Source: an optimization exercise on an open RTL-to-GDS flow (aim: small area, a short achievable clock period and few clock cycles per item). Production flows keep margins and buffers that such runs may drop.
Only simulation tests tie the RTL to the original design; equivalence was not proved.

==> design/flow/design.v <==
module fft_ram_2ports (
  input clk,
  input rmode,
  input fmode,
  input [31:0] fin,          
  output [31:0] fout,        
  input [29:0] in,           
  output [29:0] out,         
  input [6:0] pa,            
  input [31:0] ina,          
  output [31:0] outa,
  input [6:0] pb,            
  input [31:0] inb,          
  output [31:0] outb
);
reg [31:0] e [0:41];         
reg [31:0] f [42:63];
assign out = f[63][29:0];
assign fout = f[63];
wire sela = pa[5] & ~pa[1];
wire selb = pb[4] & ~pb[2];
assign outa = sela ? ina : e[29];
assign outb = selb ? inb : e[41];
integer k;
always @(posedge clk) begin
  e[0] <= rmode ? {2'b00, in} : sela ? e[29] : ina;
  for (k = 1; k < 30; k = k + 1) e[k] <= e[k-1];
  e[30] <= rmode ? e[29] : selb ? e[41] : inb;
  for (k = 31; k < 42; k = k + 1) e[k] <= e[k-1];
  f[42] <= fmode ? e[41] : fin;
  for (k = 43; k < 64; k = k + 1) f[k] <= f[k-1];
end
endmodule
module rom_w(input [5:0] t, output [31:0] w);
function [31:0] wtab; input [5:0] t; begin case (t)
  6'd0: wtab = 32'h7fff0000;
  6'd1: wtab = 32'h7fd88648;
  6'd2: wtab = 32'h7f618c8c;
  6'd3: wtab = 32'h7e9c92c8;
  6'd4: wtab = 32'h7d8998f9;
  6'd5: wtab = 32'h7c299f1a;
  6'd6: wtab = 32'h7a7ca528;
  6'd7: wtab = 32'h7884ab1f;
  6'd8: wtab = 32'h7641b0fb;
  6'd9: wtab = 32'h73b5b6ba;
  6'd10: wtab = 32'h70e2bc56;
  6'd11: wtab = 32'h6dc9c1ce;
  6'd12: wtab = 32'h6a6dc71c;
  6'd13: wtab = 32'h66cfcc3f;
  6'd14: wtab = 32'h62f1d133;
  6'd15: wtab = 32'h5ed7d5f5;
  6'd16: wtab = 32'h5a82da82;
  6'd17: wtab = 32'h55f5ded7;
  6'd18: wtab = 32'h5133e2f1;
  6'd19: wtab = 32'h4c3fe6cf;
  6'd20: wtab = 32'h471cea6d;
  6'd21: wtab = 32'h41ceedc9;
  6'd22: wtab = 32'h3c56f0e2;
  6'd23: wtab = 32'h36baf3b5;
  6'd24: wtab = 32'h30fbf641;
  6'd25: wtab = 32'h2b1ff884;
  6'd26: wtab = 32'h2528fa7c;
  6'd27: wtab = 32'h1f1afc29;
  6'd28: wtab = 32'h18f9fd89;
  6'd29: wtab = 32'h12c8fe9c;
  6'd30: wtab = 32'h0c8cff61;
  6'd31: wtab = 32'h0648ffd8;
  6'd32: wtab = 32'h0000ffff;
  6'd33: wtab = 32'h8648ffd8;
  6'd34: wtab = 32'h8c8cff61;
  6'd35: wtab = 32'h92c8fe9c;
  6'd36: wtab = 32'h98f9fd89;
  6'd37: wtab = 32'h9f1afc29;
  6'd38: wtab = 32'ha528fa7c;
  6'd39: wtab = 32'hab1ff884;
  6'd40: wtab = 32'hb0fbf641;
  6'd41: wtab = 32'hb6baf3b5;
  6'd42: wtab = 32'hbc56f0e2;
  6'd43: wtab = 32'hc1ceedc9;
  6'd44: wtab = 32'hc71cea6d;
  6'd45: wtab = 32'hcc3fe6cf;
  6'd46: wtab = 32'hd133e2f1;
  6'd47: wtab = 32'hd5f5ded7;
  6'd48: wtab = 32'hda82da82;
  6'd49: wtab = 32'hded7d5f5;
  6'd50: wtab = 32'he2f1d133;
  6'd51: wtab = 32'he6cfcc3f;
  6'd52: wtab = 32'hea6dc71c;
  6'd53: wtab = 32'hedc9c1ce;
  6'd54: wtab = 32'hf0e2bc56;
  6'd55: wtab = 32'hf3b5b6ba;
  6'd56: wtab = 32'hf641b0fb;
  6'd57: wtab = 32'hf884ab1f;
  6'd58: wtab = 32'hfa7ca528;
  6'd59: wtab = 32'hfc299f1a;
  6'd60: wtab = 32'hfd8998f9;
  6'd61: wtab = 32'hfe9c92c8;
  6'd62: wtab = 32'hff618c8c;
  6'd63: wtab = 32'hffd88648;
  default: wtab = 32'h0; endcase end endfunction
assign w = wtab(t);
endmodule
module mult16x16_cpx #(parameter S = 2) (
  input clk,
  input [6:0] p,           
  input [31:0] in,
  input [31:0] ine,        
  input [31:0] ino,        
  output reg [31:0] out
);
function [15:0] f;
  input [15:0] v;
  integer i;
  begin
    if (!v[15] && v[14:0] != 15'd0)
      for (i = 0; i < 16; i = i + 1) f[i] = v[i] ^ ((v & ((16'd1 << i) - 16'd1)) == 16'd0);
    else if (v == 16'h8000) f = 16'h8001;
    else f = v;
  end
endfunction
function [15:0] g;
  input [15:0] v;
  integer i;
  begin
    if (v[15]) g = ~v;
    else for (i = 0; i < 16; i = i + 1) g[i] = ~v[i] ^ ((v & ((16'd1 << i) - 16'd1)) == 16'd0);
  end
endfunction
function [15:0] sat;
  input [32:0] v;
  begin
    if (v[32:30] == 3'b000 || v[32:30] == 3'b111) sat = v[30:15];
    else sat = v[32] ? 16'h8000 : 16'h7fff;
  end
endfunction
wire [15:0] br = in[31:16], bi = in[15:0];
generate if (S == 2) begin : s2
  wire [31:0] te = {f(ine[31:16]), f(ine[15:0])};
  wire [31:0] to = {f(ino[15:0]), g(ino[31:16])};
  always @(posedge clk)
    if (!p[5]) out <= in;
    else if (!p[6]) out <= te;
    else out <= to;
end else begin : s3
  reg [31:0] a1, a2;
  reg [1:0] m1, m2;              
  reg w32;
  reg signed [17:0] u1, v1;
  reg vn;                        
  reg [32:0] us, uc, vs, vc;
  wire signed [15:0] sbr = br, sbi = bi;
  wire signed [17:0] sm = sbr + sbi, df = sbi - sbr;
  wire [32:0] ue = {{15{u1[17]}}, u1};
  wire [32:0] ve = {{15{v1[17]}}, v1};
  wire [32:0] ua = ue << 14, ub = ue << 13, ucn = ~(ue << 11), ud = ue << 9, uf = ue << 7, ug = ue << 1;
  wire [32:0] vx = {33{vn}};
  wire [32:0] va = (ve << 14) ^ vx, vb = (ve << 13) ^ vx, vcn = ~(ve << 11) ^ vx, vd = (ve << 9) ^ vx, vf = (ve << 7) ^ vx, vg = (ve << 1) ^ vx;
  wire [32:0] vone = vn ? 33'd5 : 33'd1;
  wire [32:0] one = 33'd1;
  wire [32:0] ux1 = ua ^ ub ^ ucn, uy1 = ((ua & ub) | (ua & ucn) | (ub & ucn)) << 1;
  wire [32:0] ux2 = ud ^ uf ^ ug, uy2 = ((ud & uf) | (ud & ug) | (uf & ug)) << 1;
  wire [32:0] ux3 = ux1 ^ uy1 ^ ux2, uy3 = ((ux1 & uy1) | (ux1 & ux2) | (uy1 & ux2)) << 1;
  wire [32:0] ux4 = ux3 ^ uy3 ^ uy2, uy4 = ((ux3 & uy3) | (ux3 & uy2) | (uy3 & uy2)) << 1;
  wire [32:0] ux5 = ux4 ^ uy4 ^ one, uy5 = ((ux4 & uy4) | (ux4 & one) | (uy4 & one)) << 1;
  wire [32:0] vx1 = va ^ vb ^ vcn, vy1 = ((va & vb) | (va & vcn) | (vb & vcn)) << 1;
  wire [32:0] vx2 = vd ^ vf ^ vg, vy2 = ((vd & vf) | (vd & vg) | (vf & vg)) << 1;
  wire [32:0] vx3 = vx1 ^ vy1 ^ vx2, vy3 = ((vx1 & vy1) | (vx1 & vx2) | (vy1 & vx2)) << 1;
  wire [32:0] vx4 = vx3 ^ vy3 ^ vy2, vy4 = ((vx3 & vy3) | (vx3 & vy2) | (vy3 & vy2)) << 1;
  wire [32:0] vx5 = vx4 ^ vy4 ^ vone, vy5 = ((vx4 & vy4) | (vx4 & vone) | (vy4 & vone)) << 1;
  wire [32:0] ku = us + uc, kv = vs + vc;
  wire [15:0] ar1 = a1[31:16], ai1 = a1[15:0];
  always @(posedge clk) begin
    a1 <= in;
    m1 <= !p[4] ? 2'd0 : !p[6] ? 2'd1 : p[5] ? 2'd3 : 2'd2;
    w32 <= p[5];
    u1 <= p[5] ? df : sm;
    v1 <= p[5] ? sm : df;
    vn <= p[5];
    if (m1 == 2'd0) a2 <= a1;
    else if (!w32) a2 <= {f(ar1), f(ai1)};
    else a2 <= {f(ai1), g(ar1)};
    m2 <= m1;
    us <= ux5; uc <= uy5; vs <= vx5; vc <= vy5;
    if (m2[1]) out <= {sat(ku), sat(kv)};
    else out <= a2;
  end
end endgenerate
endmodule
module macc2 (
  input clk,
  input [15:0] x1, input [23:0] d1,
  input [15:0] x2, input [23:0] d2,
  output [32:0] mac
);
wire [16:0] xe1 = {x1[15], x1};
wire [16:0] pp1_0 = (({17{d1[1]}} & xe1) | ({17{d1[0]}} & {x1, 1'b0})) ^ {17{d1[2]}};
wire [16:0] pp1_1 = (({17{d1[4]}} & xe1) | ({17{d1[3]}} & {x1, 1'b0})) ^ {17{d1[5]}};
wire [16:0] pp1_2 = (({17{d1[7]}} & xe1) | ({17{d1[6]}} & {x1, 1'b0})) ^ {17{d1[8]}};
wire [16:0] pp1_3 = (({17{d1[10]}} & xe1) | ({17{d1[9]}} & {x1, 1'b0})) ^ {17{d1[11]}};
wire [16:0] pp1_4 = (({17{d1[13]}} & xe1) | ({17{d1[12]}} & {x1, 1'b0})) ^ {17{d1[14]}};
wire [16:0] pp1_5 = (({17{d1[16]}} & xe1) | ({17{d1[15]}} & {x1, 1'b0})) ^ {17{d1[17]}};
wire [16:0] pp1_6 = (({17{d1[19]}} & xe1) | ({17{d1[18]}} & {x1, 1'b0})) ^ {17{d1[20]}};
wire [16:0] pp1_7 = (({17{d1[22]}} & xe1) | ({17{d1[21]}} & {x1, 1'b0})) ^ {17{d1[23]}};
wire [16:0] xe2 = {x2[15], x2};
wire [16:0] pp2_0 = (({17{d2[1]}} & xe2) | ({17{d2[0]}} & {x2, 1'b0})) ^ {17{d2[2]}};
wire [16:0] pp2_1 = (({17{d2[4]}} & xe2) | ({17{d2[3]}} & {x2, 1'b0})) ^ {17{d2[5]}};
wire [16:0] pp2_2 = (({17{d2[7]}} & xe2) | ({17{d2[6]}} & {x2, 1'b0})) ^ {17{d2[8]}};
wire [16:0] pp2_3 = (({17{d2[10]}} & xe2) | ({17{d2[9]}} & {x2, 1'b0})) ^ {17{d2[11]}};
wire [16:0] pp2_4 = (({17{d2[13]}} & xe2) | ({17{d2[12]}} & {x2, 1'b0})) ^ {17{d2[14]}};
wire [16:0] pp2_5 = (({17{d2[16]}} & xe2) | ({17{d2[15]}} & {x2, 1'b0})) ^ {17{d2[17]}};
wire [16:0] pp2_6 = (({17{d2[19]}} & xe2) | ({17{d2[18]}} & {x2, 1'b0})) ^ {17{d2[20]}};
wire [16:0] pp2_7 = (({17{d2[22]}} & xe2) | ({17{d2[21]}} & {x2, 1'b0})) ^ {17{d2[23]}};
wire [32:0] tar1 = {1'b0, 1'b0, 1'b0, 1'b0, 1'b0, 1'b0, 1'b0, 1'b0, 1'b0, 1'b0, 1'b0, 1'b0, 1'b0, 1'b0, 1'b0, 1'b0, ~pp1_0[16], pp1_0[15], pp1_0[14], pp1_0[13], pp1_0[12], pp1_0[11], pp1_0[10], pp1_0[9], pp1_0[8], pp1_0[7], pp1_0[6], pp1_0[5], pp1_0[4], pp1_0[3], pp1_0[2], pp1_0[1], pp1_0[0]};
wire [32:0] tar2 = {1'b0, 1'b0, 1'b0, 1'b0, 1'b0, 1'b0, 1'b0, 1'b0, 1'b0, 1'b0, 1'b0, 1'b0, 1'b0, 1'b0, ~pp1_1[16], pp1_1[15], pp1_1[14], pp1_1[13], pp1_1[12], pp1_1[11], pp1_1[10], pp1_1[9], pp1_1[8], pp1_1[7], pp1_1[6], pp1_1[5], pp1_1[4], pp1_1[3], pp1_1[2], pp1_1[1], pp1_1[0], 1'b0, d1[2]};
wire [32:0] tar3 = {1'b0, 1'b0, 1'b0, 1'b0, 1'b0, 1'b0, 1'b0, 1'b0, 1'b0, 1'b0, 1'b0, 1'b0, ~pp1_2[16], pp1_2[15], pp1_2[14], pp1_2[13], pp1_2[12], pp1_2[11], pp1_2[10], pp1_2[9], pp1_2[8], pp1_2[7], pp1_2[6], pp1_2[5], pp1_2[4], pp1_2[3], pp1_2[2], pp1_2[1], pp1_2[0], 1'b0, d1[5], 1'b0, 1'b0};
wire [32:0] tar4 = {1'b0, 1'b0, 1'b0, 1'b0, 1'b0, 1'b0, 1'b0, 1'b0, 1'b0, 1'b0, ~pp1_3[16], pp1_3[15], pp1_3[14], pp1_3[13], pp1_3[12], pp1_3[11], pp1_3[10], pp1_3[9], pp1_3[8], pp1_3[7], pp1_3[6], pp1_3[5], pp1_3[4], pp1_3[3], pp1_3[2], pp1_3[1], pp1_3[0], 1'b0, d1[8], 1'b0, 1'b0, 1'b0, 1'b0};
wire [32:0] tar5 = {1'b0, 1'b0, 1'b0, 1'b0, 1'b0, 1'b0, 1'b0, 1'b0, ~pp1_4[16], pp1_4[15], pp1_4[14], pp1_4[13], pp1_4[12], pp1_4[11], pp1_4[10], pp1_4[9], pp1_4[8], pp1_4[7], pp1_4[6], pp1_4[5], pp1_4[4], pp1_4[3], pp1_4[2], pp1_4[1], pp1_4[0], 1'b0, d1[11], 1'b0, 1'b0, 1'b0, 1'b0, 1'b0, 1'b0};
wire [32:0] tar6 = {1'b0, 1'b0, 1'b0, 1'b0, 1'b0, 1'b0, ~pp1_5[16], pp1_5[15], pp1_5[14], pp1_5[13], pp1_5[12], pp1_5[11], pp1_5[10], pp1_5[9], pp1_5[8], pp1_5[7], pp1_5[6], pp1_5[5], pp1_5[4], pp1_5[3], pp1_5[2], pp1_5[1], pp1_5[0], 1'b0, d1[14], 1'b0, 1'b0, 1'b0, 1'b0, 1'b0, 1'b0, 1'b0, 1'b0};
wire [32:0] tar7 = {1'b0, 1'b0, 1'b0, 1'b0, ~pp1_6[16], pp1_6[15], pp1_6[14], pp1_6[13], pp1_6[12], pp1_6[11], pp1_6[10], pp1_6[9], pp1_6[8], pp1_6[7], pp1_6[6], pp1_6[5], pp1_6[4], pp1_6[3], pp1_6[2], pp1_6[1], pp1_6[0], 1'b0, d1[17], 1'b0, 1'b0, 1'b0, 1'b0, 1'b0, 1'b0, 1'b0, 1'b0, 1'b0, 1'b0};
wire [32:0] tar8 = {1'b0, 1'b0, ~pp1_7[16], pp1_7[15], pp1_7[14], pp1_7[13], pp1_7[12], pp1_7[11], pp1_7[10], pp1_7[9], pp1_7[8], pp1_7[7], pp1_7[6], pp1_7[5], pp1_7[4], pp1_7[3], pp1_7[2], pp1_7[1], pp1_7[0], 1'b0, d1[20], 1'b0, 1'b0, 1'b0, 1'b0, 1'b0, 1'b0, 1'b0, 1'b0, 1'b0, 1'b0, 1'b0, 1'b0};
wire [32:0] tar9 = {1'b1, 1'b0, 1'b1, 1'b0, 1'b1, 1'b0, 1'b1, 1'b0, 1'b1, 1'b0, 1'b1, 1'b0, 1'b1, 1'b0, 1'b1, 1'b1, 1'b0, 1'b0, d1[23], 1'b0, 1'b0, 1'b0, 1'b0, 1'b0, 1'b0, 1'b0, 1'b0, 1'b0, 1'b0, 1'b0, 1'b0, 1'b0, 1'b0};
wire [32:0] tas10 = tar1 ^ tar2 ^ tar3;
wire [32:0] tac11 = ((tar1 & tar2) | (tar1 & tar3) | (tar2 & tar3)) << 1;
wire [32:0] tas12 = tar4 ^ tar5 ^ tar6;
wire [32:0] tac13 = ((tar4 & tar5) | (tar4 & tar6) | (tar5 & tar6)) << 1;
wire [32:0] tas14 = tar7 ^ tar8 ^ tar9;
wire [32:0] tac15 = ((tar7 & tar8) | (tar7 & tar9) | (tar8 & tar9)) << 1;
wire [32:0] tas16 = tas10 ^ tac11 ^ tas12;
wire [32:0] tac17 = ((tas10 & tac11) | (tas10 & tas12) | (tac11 & tas12)) << 1;
wire [32:0] tas18 = tac13 ^ tas14 ^ tac15;
wire [32:0] tac19 = ((tac13 & tas14) | (tac13 & tac15) | (tas14 & tac15)) << 1;
wire [32:0] tas20 = tas16 ^ tac17 ^ tas18;
wire [32:0] tac21 = ((tas16 & tac17) | (tas16 & tas18) | (tac17 & tas18)) << 1;
wire [32:0] tas22 = tas20 ^ tac21 ^ tac19;
wire [32:0] tac23 = ((tas20 & tac21) | (tas20 & tac19) | (tac21 & tac19)) << 1;
wire [32:0] tbr24 = {1'b0, 1'b0, 1'b0, 1'b0, 1'b0, 1'b0, 1'b0, 1'b0, 1'b0, 1'b0, 1'b0, 1'b0, 1'b0, 1'b0, 1'b0, 1'b0, ~pp2_0[16], pp2_0[15], pp2_0[14], pp2_0[13], pp2_0[12], pp2_0[11], pp2_0[10], pp2_0[9], pp2_0[8], pp2_0[7], pp2_0[6], pp2_0[5], pp2_0[4], pp2_0[3], pp2_0[2], pp2_0[1], pp2_0[0]};
wire [32:0] tbr25 = {1'b0, 1'b0, 1'b0, 1'b0, 1'b0, 1'b0, 1'b0, 1'b0, 1'b0, 1'b0, 1'b0, 1'b0, 1'b0, 1'b0, ~pp2_1[16], pp2_1[15], pp2_1[14], pp2_1[13], pp2_1[12], pp2_1[11], pp2_1[10], pp2_1[9], pp2_1[8], pp2_1[7], pp2_1[6], pp2_1[5], pp2_1[4], pp2_1[3], pp2_1[2], pp2_1[1], pp2_1[0], 1'b0, d2[2]};
wire [32:0] tbr26 = {1'b0, 1'b0, 1'b0, 1'b0, 1'b0, 1'b0, 1'b0, 1'b0, 1'b0, 1'b0, 1'b0, 1'b0, ~pp2_2[16], pp2_2[15], pp2_2[14], pp2_2[13], pp2_2[12], pp2_2[11], pp2_2[10], pp2_2[9], pp2_2[8], pp2_2[7], pp2_2[6], pp2_2[5], pp2_2[4], pp2_2[3], pp2_2[2], pp2_2[1], pp2_2[0], 1'b0, d2[5], 1'b0, 1'b0};
wire [32:0] tbr27 = {1'b0, 1'b0, 1'b0, 1'b0, 1'b0, 1'b0, 1'b0, 1'b0, 1'b0, 1'b0, ~pp2_3[16], pp2_3[15], pp2_3[14], pp2_3[13], pp2_3[12], pp2_3[11], pp2_3[10], pp2_3[9], pp2_3[8], pp2_3[7], pp2_3[6], pp2_3[5], pp2_3[4], pp2_3[3], pp2_3[2], pp2_3[1], pp2_3[0], 1'b0, d2[8], 1'b0, 1'b0, 1'b0, 1'b0};
wire [32:0] tbr28 = {1'b0, 1'b0, 1'b0, 1'b0, 1'b0, 1'b0, 1'b0, 1'b0, ~pp2_4[16], pp2_4[15], pp2_4[14], pp2_4[13], pp2_4[12], pp2_4[11], pp2_4[10], pp2_4[9], pp2_4[8], pp2_4[7], pp2_4[6], pp2_4[5], pp2_4[4], pp2_4[3], pp2_4[2], pp2_4[1], pp2_4[0], 1'b0, d2[11], 1'b0, 1'b0, 1'b0, 1'b0, 1'b0, 1'b0};
wire [32:0] tbr29 = {1'b0, 1'b0, 1'b0, 1'b0, 1'b0, 1'b0, ~pp2_5[16], pp2_5[15], pp2_5[14], pp2_5[13], pp2_5[12], pp2_5[11], pp2_5[10], pp2_5[9], pp2_5[8], pp2_5[7], pp2_5[6], pp2_5[5], pp2_5[4], pp2_5[3], pp2_5[2], pp2_5[1], pp2_5[0], 1'b0, d2[14], 1'b0, 1'b0, 1'b0, 1'b0, 1'b0, 1'b0, 1'b0, 1'b0};
wire [32:0] tbr30 = {1'b0, 1'b0, 1'b0, 1'b0, ~pp2_6[16], pp2_6[15], pp2_6[14], pp2_6[13], pp2_6[12], pp2_6[11], pp2_6[10], pp2_6[9], pp2_6[8], pp2_6[7], pp2_6[6], pp2_6[5], pp2_6[4], pp2_6[3], pp2_6[2], pp2_6[1], pp2_6[0], 1'b0, d2[17], 1'b0, 1'b0, 1'b0, 1'b0, 1'b0, 1'b0, 1'b0, 1'b0, 1'b0, 1'b0};
wire [32:0] tbr31 = {1'b0, 1'b0, ~pp2_7[16], pp2_7[15], pp2_7[14], pp2_7[13], pp2_7[12], pp2_7[11], pp2_7[10], pp2_7[9], pp2_7[8], pp2_7[7], pp2_7[6], pp2_7[5], pp2_7[4], pp2_7[3], pp2_7[2], pp2_7[1], pp2_7[0], 1'b0, d2[20], 1'b0, 1'b0, 1'b0, 1'b0, 1'b0, 1'b0, 1'b0, 1'b0, 1'b0, 1'b0, 1'b0, 1'b0};
wire [32:0] tbr32 = {1'b0, 1'b0, 1'b0, 1'b0, 1'b0, 1'b0, 1'b0, 1'b0, 1'b0, 1'b0, 1'b0, 1'b0, 1'b0, 1'b0, 1'b0, 1'b0, 1'b0, 1'b0, d2[23], 1'b0, 1'b0, 1'b0, 1'b0, 1'b0, 1'b0, 1'b0, 1'b0, 1'b0, 1'b0, 1'b0, 1'b0, 1'b0, 1'b0};
wire [32:0] tbs33 = tbr24 ^ tbr25 ^ tbr26;
wire [32:0] tbc34 = ((tbr24 & tbr25) | (tbr24 & tbr26) | (tbr25 & tbr26)) << 1;
wire [32:0] tbs35 = tbr27 ^ tbr28 ^ tbr29;
wire [32:0] tbc36 = ((tbr27 & tbr28) | (tbr27 & tbr29) | (tbr28 & tbr29)) << 1;
wire [32:0] tbs37 = tbr30 ^ tbr31 ^ tbr32;
wire [32:0] tbc38 = ((tbr30 & tbr31) | (tbr30 & tbr32) | (tbr31 & tbr32)) << 1;
wire [32:0] tbs39 = tbs33 ^ tbc34 ^ tbs35;
wire [32:0] tbc40 = ((tbs33 & tbc34) | (tbs33 & tbs35) | (tbc34 & tbs35)) << 1;
wire [32:0] tbs41 = tbc36 ^ tbs37 ^ tbc38;
wire [32:0] tbc42 = ((tbc36 & tbs37) | (tbc36 & tbc38) | (tbs37 & tbc38)) << 1;
wire [32:0] tbs43 = tbs39 ^ tbc40 ^ tbs41;
wire [32:0] tbc44 = ((tbs39 & tbc40) | (tbs39 & tbs41) | (tbc40 & tbs41)) << 1;
wire [32:0] tbs45 = tbs43 ^ tbc44 ^ tbc42;
wire [32:0] tbc46 = ((tbs43 & tbc44) | (tbs43 & tbc42) | (tbc44 & tbc42)) << 1;
reg [32:0] q0, q1, q2, q3;
always @(posedge clk) begin
  q0 <= tas22;
  q1 <= tac23;
  q2 <= tbs45;
  q3 <= tbc46;
end
wire [32:0] mr47 = q0;
wire [32:0] mr48 = q1;
wire [32:0] mr49 = q2;
wire [32:0] mr50 = q3;
wire [32:0] ms51 = mr47 ^ mr48 ^ mr49;
wire [32:0] mc52 = ((mr47 & mr48) | (mr47 & mr49) | (mr48 & mr49)) << 1;
wire [32:0] ms53 = ms51 ^ mc52 ^ mr50;
wire [32:0] mc54 = ((ms51 & mc52) | (ms51 & mr50) | (mc52 & mr50)) << 1;
reg [32:0] z1, z2;
always @(posedge clk) begin
  z1 <= ms53; z2 <= mc54;
end
assign mac = z1 + z2;
endmodule
module booth_enc (input s, input [14:0] m, output [23:0] d);
wire [17:0] e = {2'b00, m, 1'b0};
genvar j;
generate for (j = 0; j < 8; j = j + 1) begin : g
  wire b0 = e[2*j], b1 = e[2*j+1], b2 = e[2*j+2];
  wire one = b1 ^ b0;
  wire two = (b2 & ~b1 & ~b0) | (~b2 & b1 & b0);
  wire ng = b2 & ~(b1 & b0);
  assign d[3*j+2 -: 3] = {(one | two) & (ng ^ s), one, two};
end endgenerate
endmodule
module fft_ram_ad #(parameter I = 0, parameter J = 6,
                    parameter HA = 0, parameter NA = 0,
                    parameter HB = 0, parameter NB = 0) (
  input clk,
  input [6:0] p,           
  input [31:0] in,
  output [31:0] out,
  output [31:0] ha_out,
  input [31:0] ha_in,
  output [31:0] hb_out,
  input [31:0] hb_in
);
localparam L = (1 << J) - (1 << I);
localparam N1 = HA, N2 = HB - HA - NA, N3 = L - HB - NB;
reg [32*N1-1:0] s1;
reg [32*N2-1:0] s2;
reg [32*N3-1:0] s3;
wire [31:0] bo = s3[32*N3-1 -: 32];
wire sel = p[J] & ~p[I];
wire [31:0] bin = sel ? bo : in;
assign out = sel ? in : bo;
assign ha_out = s1[32*N1-1 -: 32];
assign hb_out = s2[32*N2-1 -: 32];
always @(posedge clk) begin
  s1 <= N1 == 1 ? bin : {s1[32*N1-33:0], bin};
  s2 <= N2 == 1 ? ha_in : {s2[32*N2-33:0], ha_in};
  s3 <= N3 == 1 ? hb_in : {s3[32*N3-33:0], hb_in};
end
endmodule
module radix_2 (
  input clk,
  input [6:0] p,           
  input [31:0] in,
  output reg [31:0] out
);
function [15:0] sat;
  input [32:0] v;
  begin
    if (v[32:30] == 3'b000 || v[32:30] == 3'b111) sat = v[30:15];
    else sat = v[32] ? 16'h8000 : 16'h7fff;
  end
endfunction
wire [6:0] pn = p + 7'd1;
wire [5:0] t = {p[1], p[2], p[3], p[4], p[5], p[6]};
wire [31:0] w;           
rom_w rom(.t(t), .w(w));
reg ph;                  
always @(posedge clk) begin
  ph <= pn[0];
end
reg [31:0] a_hold, a_r, a_r2, a_r3, b_r, bh;
reg [15:0] xa, xb;       
reg wsr, wsi;
reg [14:0] wmr, wmi;
reg [23:0] y1d, y2d;     
reg n1s, n2s;
reg [14:0] n1m, n2m;     
wire [23:0] n1d, n2d;
booth_enc be1(.s(n1s), .m(n1m), .d(n1d));
booth_enc be2(.s(n2s), .m(n2m), .d(n2d));
reg [32:0] pa, pb;
wire [32:0] mac;
macc2 mc(.clk(clk), .x1(xa), .d1(y1d), .x2(xb), .d2(y2d), .mac(mac));
wire signed [15:0] tr = sat(pb), ti = sat(pa);    
wire signed [15:0] ar = a_r3[31:16], ai = a_r3[15:0];
wire signed [16:0] sr = ar + tr, si = ai + ti, dr = ar - tr, di = ai - ti;
always @(*)
  if (ph) begin
    n1s = w[31]; n1m = w[30:16]; n2s = ~w[15]; n2m = w[14:0];
  end else begin
    n1s = wsi; n1m = wmi; n2s = wsr; n2m = wmr;
  end
always @(posedge clk) begin
  if (!ph) a_hold <= in;
  if (ph) begin
    xa <= in[31:16]; xb <= in[15:0];
    wsr <= w[31]; wmr <= w[30:16]; wsi <= w[15]; wmi <= w[14:0];
  end else begin
    xa <= b_r[31:16]; xb <= b_r[15:0];
  end
  y1d <= n1d; y2d <= n2d;
  if (ph) begin
    b_r <= in; a_r <= a_hold;
    a_r2 <= a_r; a_r3 <= a_r2;
  end
  pa <= mac;
  pb <= pa;
  if (!ph) begin
    out <= {sr[16:1], si[16:1]};
    bh <= {dr[16:1], di[16:1]};
  end else
    out <= bh;
end
endmodule
module tw_mult2 #(parameter S = 4) (
  input clk,
  input [6:0] p,           
  input [31:0] in,
  output [31:0] out
);
localparam DB = 7 - S;
localparam D = 1 << DB;
localparam L = D + 5;
function [15:0] sat;
  input [32:0] v;
  begin
    if (v[32:30] == 3'b000 || v[32:30] == 3'b111) sat = v[30:15];
    else sat = v[32] ? 16'h8000 : 16'h7fff;
  end
endfunction
wire [6:0] pn = p + 7'd1;
wire [DB:0] rn = {~pn[DB], pn[DB-1:0]};
wire [DB-1:0] kn = rn[DB:1];                
wire [DB-1:0] kwn = rn[DB:1] - 2'd2;        
wire [5:0] pr6 = {p[1], p[2], p[3], p[4], p[5], p[6]};
wire [5:0] t = (pr6 & ((6'd1 << (S - 1)) - 6'd1)) << (7 - S);
wire [31:0] w;           
rom_w rom(.t(t), .w(w));
reg r0, rodd;                  
reg [D-1:0] rsel;              
reg [L-1:0] wsel;              
integer m;
always @(posedge clk) begin
  r0 <= rn == 0;
  rodd <= rn[0];
  for (m = 0; m < D; m = m + 1) rsel[m] <= !rn[0] && kn == m;
  for (m = 0; m < L; m = m + 1) wsel[m] <= rn[0] && m == kwn + 5;
end
reg [32*L-1:0] line;
assign out = line[32*L-1 -: 32];
reg [31:0] bsrc;
always @(*) begin
  bsrc = in;
  for (m = 1; m < D; m = m + 1)
    if (rsel[m]) bsrc = line[32*(m-1) +: 32];
end
reg [31:0] b_r;
reg [15:0] xa, xb;       
reg wsr, wsi;
reg [14:0] wmr, wmi;
reg [23:0] y1d, y2d;     
reg n1s, n2s;
reg [14:0] n1m, n2m;     
wire [23:0] n1d, n2d;
booth_enc be1(.s(n1s), .m(n1m), .d(n1d));
booth_enc be2(.s(n2s), .m(n2m), .d(n2d));
reg [32:0] pa, pb;
wire [32:0] mac;
macc2 mc(.clk(clk), .x1(xa), .d1(y1d), .x2(xb), .d2(y2d), .mac(mac));
wire [31:0] res = {sat(pb), sat(pa)};    
always @(*)
  if (r0) begin
    n1s = w[31]; n1m = w[30:16]; n2s = ~w[15]; n2m = w[14:0];
  end else if (rodd) begin
    n1s = wsi; n1m = wmi; n2s = wsr; n2m = wmr;
  end else begin
    n1s = wsr; n1m = wmr; n2s = ~wsi; n2m = wmi;
  end
always @(posedge clk) begin
  if (!rodd) b_r <= bsrc;
  if (r0) begin
    xa <= bsrc[31:16]; xb <= bsrc[15:0];
    wsr <= w[31]; wmr <= w[30:16]; wsi <= w[15]; wmi <= w[14:0];
  end else if (rodd) begin
    xa <= b_r[31:16]; xb <= b_r[15:0];
  end else begin
    xa <= bsrc[31:16]; xb <= bsrc[15:0];
  end
  y1d <= n1d; y2d <= n2d;
  pa <= mac;
  pb <= pa;
  line[31:0] <= in;
  for (m = 1; m < L; m = m + 1)
    line[32*m +: 32] <= wsel[m] ? res : line[32*(m-1) +: 32];
end
endmodule
module butterfly2 #(parameter D = 8, parameter R = 1, parameter NB = 16) (
  input clk,
  input bsel,
  input [31:0] in,
  output [31:0] out,
  input hmode,
  input [31:0] hin,
  output [31:0] hout
);
localparam WB = 2 * NB;
reg [WB*D-1:0] dl;
wire [WB-1:0] at = dl[WB*D-1 -: WB];
wire [31:0] a = {{(16-NB){at[WB-1]}}, at[WB-1:NB], {(16-NB){at[NB-1]}}, at[NB-1:0]};
wire signed [15:0] ar = a[31:16], ai = a[15:0];
wire signed [15:0] tr = in[31:16], ti = in[15:0];
wire signed [16:0] sr = ar + tr;
wire signed [16:0] si = ai + ti;
wire signed [16:0] dr = ar - tr;
wire signed [16:0] di = ai - ti;
wire [31:0] dl_w = bsel ? {dr[16:1], di[16:1]} : in;
wire [WB-1:0] dl_w2 = {dl_w[16+NB-1:16], dl_w[NB-1:0]};
wire [WB-1:0] dl_in = hmode ? dl_w2 : hin[WB-1:0];
assign hout = a;
wire [31:0] o = bsel ? {sr[16:1], si[16:1]} : a;
reg [31:0] o_r;
assign out = R ? o_r : o;
always @(posedge clk) begin
  if (D == 1) dl <= dl_in;
  else dl <= {dl[WB*D-WB-1:0], dl_in};
  o_r <= o;
end
endmodule
module fft_128_ctr #(parameter LAST = 321, parameter OUT0 = 194) (
  input clk,
  input rst,
  input ce,
  output reg [9:0] cnt,
  output reg oe
);
reg running;
always @(posedge clk or negedge rst)
  if (!rst) begin
    running <= 1'b0;
    cnt <= 10'd0;
  end else if (ce && !running) begin
    running <= 1'b1;
    cnt <= 10'd1;
  end else if (running) begin
    cnt <= cnt + 10'd1;
    if (cnt == LAST) begin
      running <= 1'b0;
      cnt <= 10'd0;
    end
  end
always @(posedge clk)
  if (!running) oe <= 1'b0;
  else if (cnt == OUT0) oe <= 1'b1;
endmodule
`timescale 1ns / 1ps
module fft_insert128(
  input clk,
  input rst,
  input ce,
  input [31:0] din,
  output oe,
  output reg [31:0] dout
);
localparam T2 = 1;              
localparam C2 = T2 + 1;         
localparam T3 = C2 + 33;
localparam C3 = T3 + 3;
localparam T4 = C3 + 16;
localparam C4 = T4 + 13;
localparam T5 = C4 + 8;
localparam C5 = T5 + 9;
localparam T6 = C5 + 4;
localparam C6 = T6 + 7;
localparam T7 = C6 + 2;
localparam R1 = T7 + 7;
localparam R2 = R1 + 63;
localparam R3 = R2 + 30;
localparam RO = R3 + 12;        
localparam LAST = RO + 127;
wire [9:0] cnt;
fft_128_ctr #(.LAST(LAST), .OUT0(RO)) ctr (
  .clk(clk), .rst(rst), .ce(ce), .cnt(cnt), .oe(oe));
function [6:0] pos;
  input [9:0] c;
  input integer t;
  reg [9:0] d;
  begin
    d = c - t;
    pos = d[6:0];
  end
endfunction
reg [31:0] xin;
always @(posedge clk) xin <= din;
wire [29:0] xh = {xin[31:17], xin[15:1]};
wire [29:0] xrep;
reg [6:0] p2;
wire [29:0] s1 = p2[6] ? xrep : xh;
wire [31:0] s1w = {s1[29], s1[29:15], s1[14], s1[14:0]};
wire [31:0] xhw = {xh[29], xh[29:15], xh[14], xh[14:0]};
wire [31:0] xrw = {xrep[29], xrep[29:15], xrep[14], xrep[14:0]};
wire [31:0] t2o, c2o, t3o, c3o, t4o, c4o, t5o, c5o, t6o, c6o, s7o, r1o, r2o, r3o;
reg [6:0] pc2, pt3, pc3, pt4, pc4, pt5, pc5, pt6, pc6, pt7, pr1, pr2, pr3;
always @(posedge clk) begin
  p2 <= pos(cnt, T2 - 1);
  pc2 <= pos(cnt, C2 - 1); pt3 <= pos(cnt, T3 - 1); pc3 <= pos(cnt, C3 - 1);
  pt4 <= pos(cnt, T4 - 1); pc4 <= pos(cnt, C4 - 1); pt5 <= pos(cnt, T5 - 1);
  pc5 <= pos(cnt, C5 - 1); pt6 <= pos(cnt, T6 - 1); pc6 <= pos(cnt, C6 - 1);
  pt7 <= pos(cnt, T7 - 1); pr1 <= pos(cnt, R1 - 1); pr2 <= pos(cnt, R2 - 1);
  pr3 <= pos(cnt, R3 - 1);
end
mult16x16_cpx #(.S(2)) tw2 (.clk(clk), .p(p2), .in(s1w), .ine(xhw), .ino(xrw), .out(t2o));
reg hmode;
always @(posedge clk) hmode <= cnt < 10'd131;
wire [31:0] h_to2, h_from2;
butterfly2 #(.D(32)) bf2 (.clk(clk), .bsel(pc2[5]), .in(t2o), .out(c2o),
  .hmode(hmode), .hin(h_to2), .hout(h_from2));
mult16x16_cpx #(.S(3)) tw3 (.clk(clk), .p(pt3), .in(c2o), .ine(32'd0), .ino(32'd0), .out(t3o));
butterfly2 #(.D(16), .R(0)) bf3 (.clk(clk), .bsel(pc3[4]), .in(t3o), .out(c3o),
  .hmode(1'b1), .hin(32'd0), .hout());
tw_mult2 #(.S(4)) tw4 (.clk(clk), .p(pt4), .in(c3o), .out(t4o));
butterfly2 #(.D(8), .R(0)) bf4 (.clk(clk), .bsel(pc4[3]), .in(t4o), .out(c4o),
  .hmode(1'b1), .hin(32'd0), .hout());
tw_mult2 #(.S(5)) tw5 (.clk(clk), .p(pt5), .in(c4o), .out(t5o));
butterfly2 #(.D(4), .R(0)) bf5 (.clk(clk), .bsel(pc5[2]), .in(t5o), .out(c5o),
  .hmode(1'b1), .hin(32'd0), .hout());
tw_mult2 #(.S(6)) tw6 (.clk(clk), .p(pt6), .in(c5o), .out(t6o));
butterfly2 #(.D(2), .R(0)) bf6 (.clk(clk), .bsel(pc6[1]), .in(t6o), .out(c6o),
  .hmode(1'b1), .hin(32'd0), .hout());
radix_2 st7 (.clk(clk), .p(pt7), .in(c6o), .out(s7o));
fft_ram_ad #(.I(0), .J(6), .HA(5), .NA(22), .HB(29), .NB(32)) sw1 (.clk(clk), .p(pr1), .in(s7o), .out(r1o),
  .ha_out(h_to1), .ha_in(h_from1), .hb_out(h_to2), .hb_in(h_from2));
reg rmode, fmode;
always @(posedge clk) begin
  rmode <= cnt < 10'd128;
  fmode <= cnt < 10'd107;
end
wire [31:0] h_to1, h_from1;
fft_ram_2ports replay(.clk(clk), .rmode(rmode), .in(xh), .out(xrep),
  .fmode(fmode), .fin(h_to1), .fout(h_from1),
  .pa(pr2), .ina(r1o), .outa(r2o), .pb(pr3), .inb(r2o), .outb(r3o));
always @(posedge clk) dout <= r3o;
endmodule
==> design/flow/flow/run.sh <==
#!/bin/bash
# The standard layout (the standard.sh, all steps, standard synthesis),
# with two changes to how the layout is optimised:
#  - repair_timing aims at 6.7 ns of setup slack (SETUP_SLACK_MARGIN), so
#    paths are sized for a shorter period than the 10 ns constraint;
#  - the port buffers that buffer_ports inserts on every input and output
#    are sky130_fd_sc_hd__buf_4 (BUFFER_PORTS_ARGS).
# The full output of the flow goes to standard.log in this folder (ORFS
# also keeps each step's log under orfs/logs/).
set -euo pipefail
export SETUP_SLACK_MARGIN=6.7
export BUFFER_PORTS_ARGS="-buffer_cell sky130_fd_sc_hd__buf_4"
bash standard.sh > standard.log 2>&1
==> design/flow/standard.sh <==
#!/bin/bash
# synth_recipe.tcl (not shown) runs the flow's synth.tcl, then flattens the netlist and writes it again
# the make line also repeats each setting of config.mk as NAME=value (left out here)
make -C /OpenROAD-flow-scripts/flow DESIGN_CONFIG=/design/flow/config.mk WORK_HOME=/design/flow/orfs CLKGATE_MAP_FILE= SYNTH_SCRIPT=/design/flow/synth_recipe.tcl "${@:-finish}"
==> design/flow/config.mk <==
export PLATFORM = sky130hd
export DESIGN_NAME = fft_insert128
export DESIGN_NICKNAME = fft_insert128
export VERILOG_FILES = /design/flow/design.v
export SDC_FILE = /design/flow/constraint.sdc
export NUM_CORES = 4
export LEC_CHECK = 0
export CAP_MARGIN = 20
export CORE_MARGIN = 2
export CORE_UTILIZATION = 50
export CTS_CLUSTER_DIAMETER = 120
export CTS_CLUSTER_SIZE = 24
export PLACE_DENSITY = 0.6
export SLEW_MARGIN = 20
export SYNTH_MEMORY_MAX_BITS = 32768
==> design/flow/constraint.sdc <==
create_clock -name core_clock -period 10.0 [get_ports {clk}]
set_input_delay 2.0000 -clock core_clock [delete_from_list [all_inputs] [get_ports {clk}]]
set_output_delay 2.0000 -clock core_clock [all_outputs]
set_load 0.01 [all_outputs]
==> impl_results.md <==
* Worst endpoint required time at 8.00 ns
* DPL Wire Length at 388.2 mm
* Period utilisation layout at 35.25%
* Core Box Area at 520,200 um2
* Total wire length at 547.8 mm
* Slew margin rel. at 28.04%
* Worst-margin pin slew at 1.079 ns
* Max cap viols at 0
* Drt via density at 5.106
* Die Span X at 726.1 um
* Post-layout min period at 3.525 ns
* Dpl cells at 27,620
* RSZ-0062 raised after global routing: yes
* Clock root buffer: clkbuf_16
* Fmax at 283.7 MHz
* Path category of the worst min-delay check: reg -> reg
* Post-route clock skew at 0.1099 ns
* Critical Path Stages at 1
* GRT Util Overall at 20.37%
* Share of cells above drive strength 1 at 11.31%
* Clock latency (worst-skew pair) at 1.01 ns
* CTS tree: done
* Die height at 726.1 um
* Initial core utilization at 50.12%
* Synth cell types at 96
* Worst setup startpoint: dout[23]
* Status: finished clean
* Drt wl/cell at 19.41 um
* Met1 usage at 29.00%
* Pin count of the biggest net entering global routing at 99
* Fin area at 281,200 um2
* Crit-path cells: buf_6
* Worst-path clk slew at 0.09 ns
* FFs w/ async S/R, synth at 0.1483%
* Worst r2r src: tw3.s3.vs[13]
* Syn Area/Cell at 12.08 um2
* Htree depth at 5
* GP Congestion at 0.8489
* Starting DRT DRC Count at 9,376
* Synthesis-stage register bit count at 7,419
* Setup WS pre-CTS at 5.550 ns
* Reg2reg path depth at 12
* Setup-failing EPs final at 0
* Worst path buffer plus inverter count at 1
* Largest area contributor in the netlist: dfxtp_1
* Io pins at 68
* Worst reg-to-reg setup slack at 6.50 ns
* Post-synthesis sequential area ratio at 58.52%
* Register Area at 153,300 um2
* Total congestion overflow at 0
* Met2 Use GR at 33.49%
* Cell Area, Synth at 260,700 um2
* Main synth FF type: dfxtp_1
* P&R area growth vs syn at 7.851%
* Die area at 527,300 um2
* Clk buf depth at 4
* Nets at 23,480
* Met3 Use GR at 2.211%
* Row Count at 265
* Slew Limit Fails at 0
* Grt peak-use layer: met2
* CP startpoint kind: flop
* Crit. End Element: output pin
* Critical path's largest stage delay at 0.40 ns
* Area of the multi-input gates at 100,900 um2
* Top cells by count, synth: dfxtp_1 (7,007), inv_1 (1,480), nor2_1 (1,332), ha_1 (1,302), xnor2_1 (1,059)
* Final core occ at 54.05%
* CP Max Fanout at 1
* Post-Synthesis Cells at 21,590
* Family with the most delay on the worst path: flip-flops
* Crit path to: dout[23]
* Slowest CP cell: dfxtp_4
* Synth top area share at 53.80%
* Number of synthesized flops with an enable pin at 401
* # hold bufs at CTS at 0
* Clk sinks at 7,419
* Number of antenna violations at the first check in global routing at 24
* Pre-antenna DRT Iters at 6
* Total CTS buffers at 351
* Synth area leaders: dfxtp_1 (54%), fa_1 (7.6%), ha_1 (6.2%), edfxtp_1 (4.6%), mux2_2 (3.6%)
* Setup tns final at 0 ns
* Layout Cells excl Fill at 28,220
* Count leader, synth: dfxtp_1
* Post-route setup slack at 6.475 ns
* DRC errors left at 0
* Placed Area at 267,100 um2
* Port-buffer cells at 65
* Setup Crit Path Kind: reg -> out
* Final Hold Vio Count at 0
* Final ANT Viol Nets at 0
* Number of global-route vias before repair at 141,200
* Crit path DAT at 1.52 ns
* Synth warn at 19
* RR Endpoint: tw3.out[1]
* Global-route wire length before repair at 846.9 mm
* Fill cell count at 44,100
* Via count at 144,100
## flip-flops by register name (all words and copies together) (netlist names), 160 cells and up
signal and count:
replay.e 1344, bf2.dl 1024, replay.f 704, bf3.dl 512
tw4.line 416, tw5.line 288, bf4.dl 256, tw6.line 224
sw1.s1 160
## layout by cell type, fill, tap and decap left out, drive strengths merged, types with 159 or more instances in the layout
cell / n
edfxtp: 401
nor2: 1332
mux2i: 278
a22oi: 940
buf: 325
fa: 995
xnor2: 1059
o21ai: 709
mux2: 844
nand2: 928
nand3: 159
inv: 1497
xor2: 557
a21oi: 901
clkbuf: 431
ha: 1302
dfxtp: 7007
## worst min path at each step
| stage | slack [ns] | startpoint | cells after the start | to |
|---|---|---|---|---|
| after detailed placement | 0.31 | bf2.dl[168] | 0 | bf2.dl[200] |
| after floorplan | 0.31 | bf2.dl[968] | 0 | bf2.dl[1000] |
| final | 0.22 | replay.f[56][0] | 0 | replay.f[57][0] |
| after CTS | 0.22 | replay.f[59][6] | 0 | replay.f[60][6] |
| after global routing | 0.23 | replay.f[56][0] | 0 | replay.f[57][0] |
| after global placement | 0.31 | sw1.s1[120] | 0 | sw1.s1[152] |
## stage by stage
step | hold slack [ns]
floorplan | 0.3096
global placement | 0.3095
detailed placement | 0.3121
CTS | 0.2205
global route | 0.2296
finish | 0.2242
## area by class of cell
cell class	count	area share, %
Multi-Input combinational cell	11550	35.89
Timing Repair Buffer	327	1.015
Antenna cell	22	0.01958
Clock buffer	430	3.262
Clock inverter	29	0.1838
Tap cell	6942	3.089
Inverter	1495	2.007
Timing Repair inverter	2	0.003560
Sequential cell	7419	54.53
## layer usage
layer  part of all wire (%)  vias up
li1                       -    70370
met1                     47    70370
met2                     46     2743
met3                    4.0      604
met4                    2.3        4
met5                 0.0049        -
## logic make-up (layout without fill, tap and decap cells)
group	after synthesis	count (layout)	share of synthesized area (%)
XOR/XNOR	1616	1616	5.428
AND/OR/NAND/NOR	3031	3031	5.006
AO/OA/AOI/OAI	3479	3481	8.649
other	1	27	0.001438
adder cells (fa/ha/maj)	2298	2298	13.89
flip-flops	7419	7419	58.52
buffers and inverters	2619	2283	3.780
multiplexers	1123	1123	4.721
## repair_timing
item | 4_1_cts | 5_1_grt
buffers inserted | 64 | 43
endpoints found under the setup margin | 582 | 472
cloned | 5 | 2
pin swaps | 107 | 149
resized for setup | 598 | 445
Testbench counts, summed over its fixed seeds: cycles 16,264, frames 48.

-- re-timing with driven ports --
The flow's constraints put no driver on any port. The routed layout listed below was extracted and timed again, unchanged, in two steps.
Step 1 assumes that a clkbuf_16 drives the clock port and a buf_2 every other input.
Step 2 times the ports against the registers' clock, not the clock port: input delays grow and output delays shrink by t, the midpoint of the rising clock arrivals with the driver on.
a / b / c = ideal ports / drivers / drivers and shift; a / b = the first two.
shift t [ns]: 1.079
slack for setup (ns): 6.475 / 6.356 / 6.503
worst setup path at the end: register to register
slew at the worst register clock pin (ns): 0.11 / 0.11
After both steps this run still meets setup and hold. The setup slack of this run moves by -0.119 ns with the drivers and by +0.028 ns with both steps.
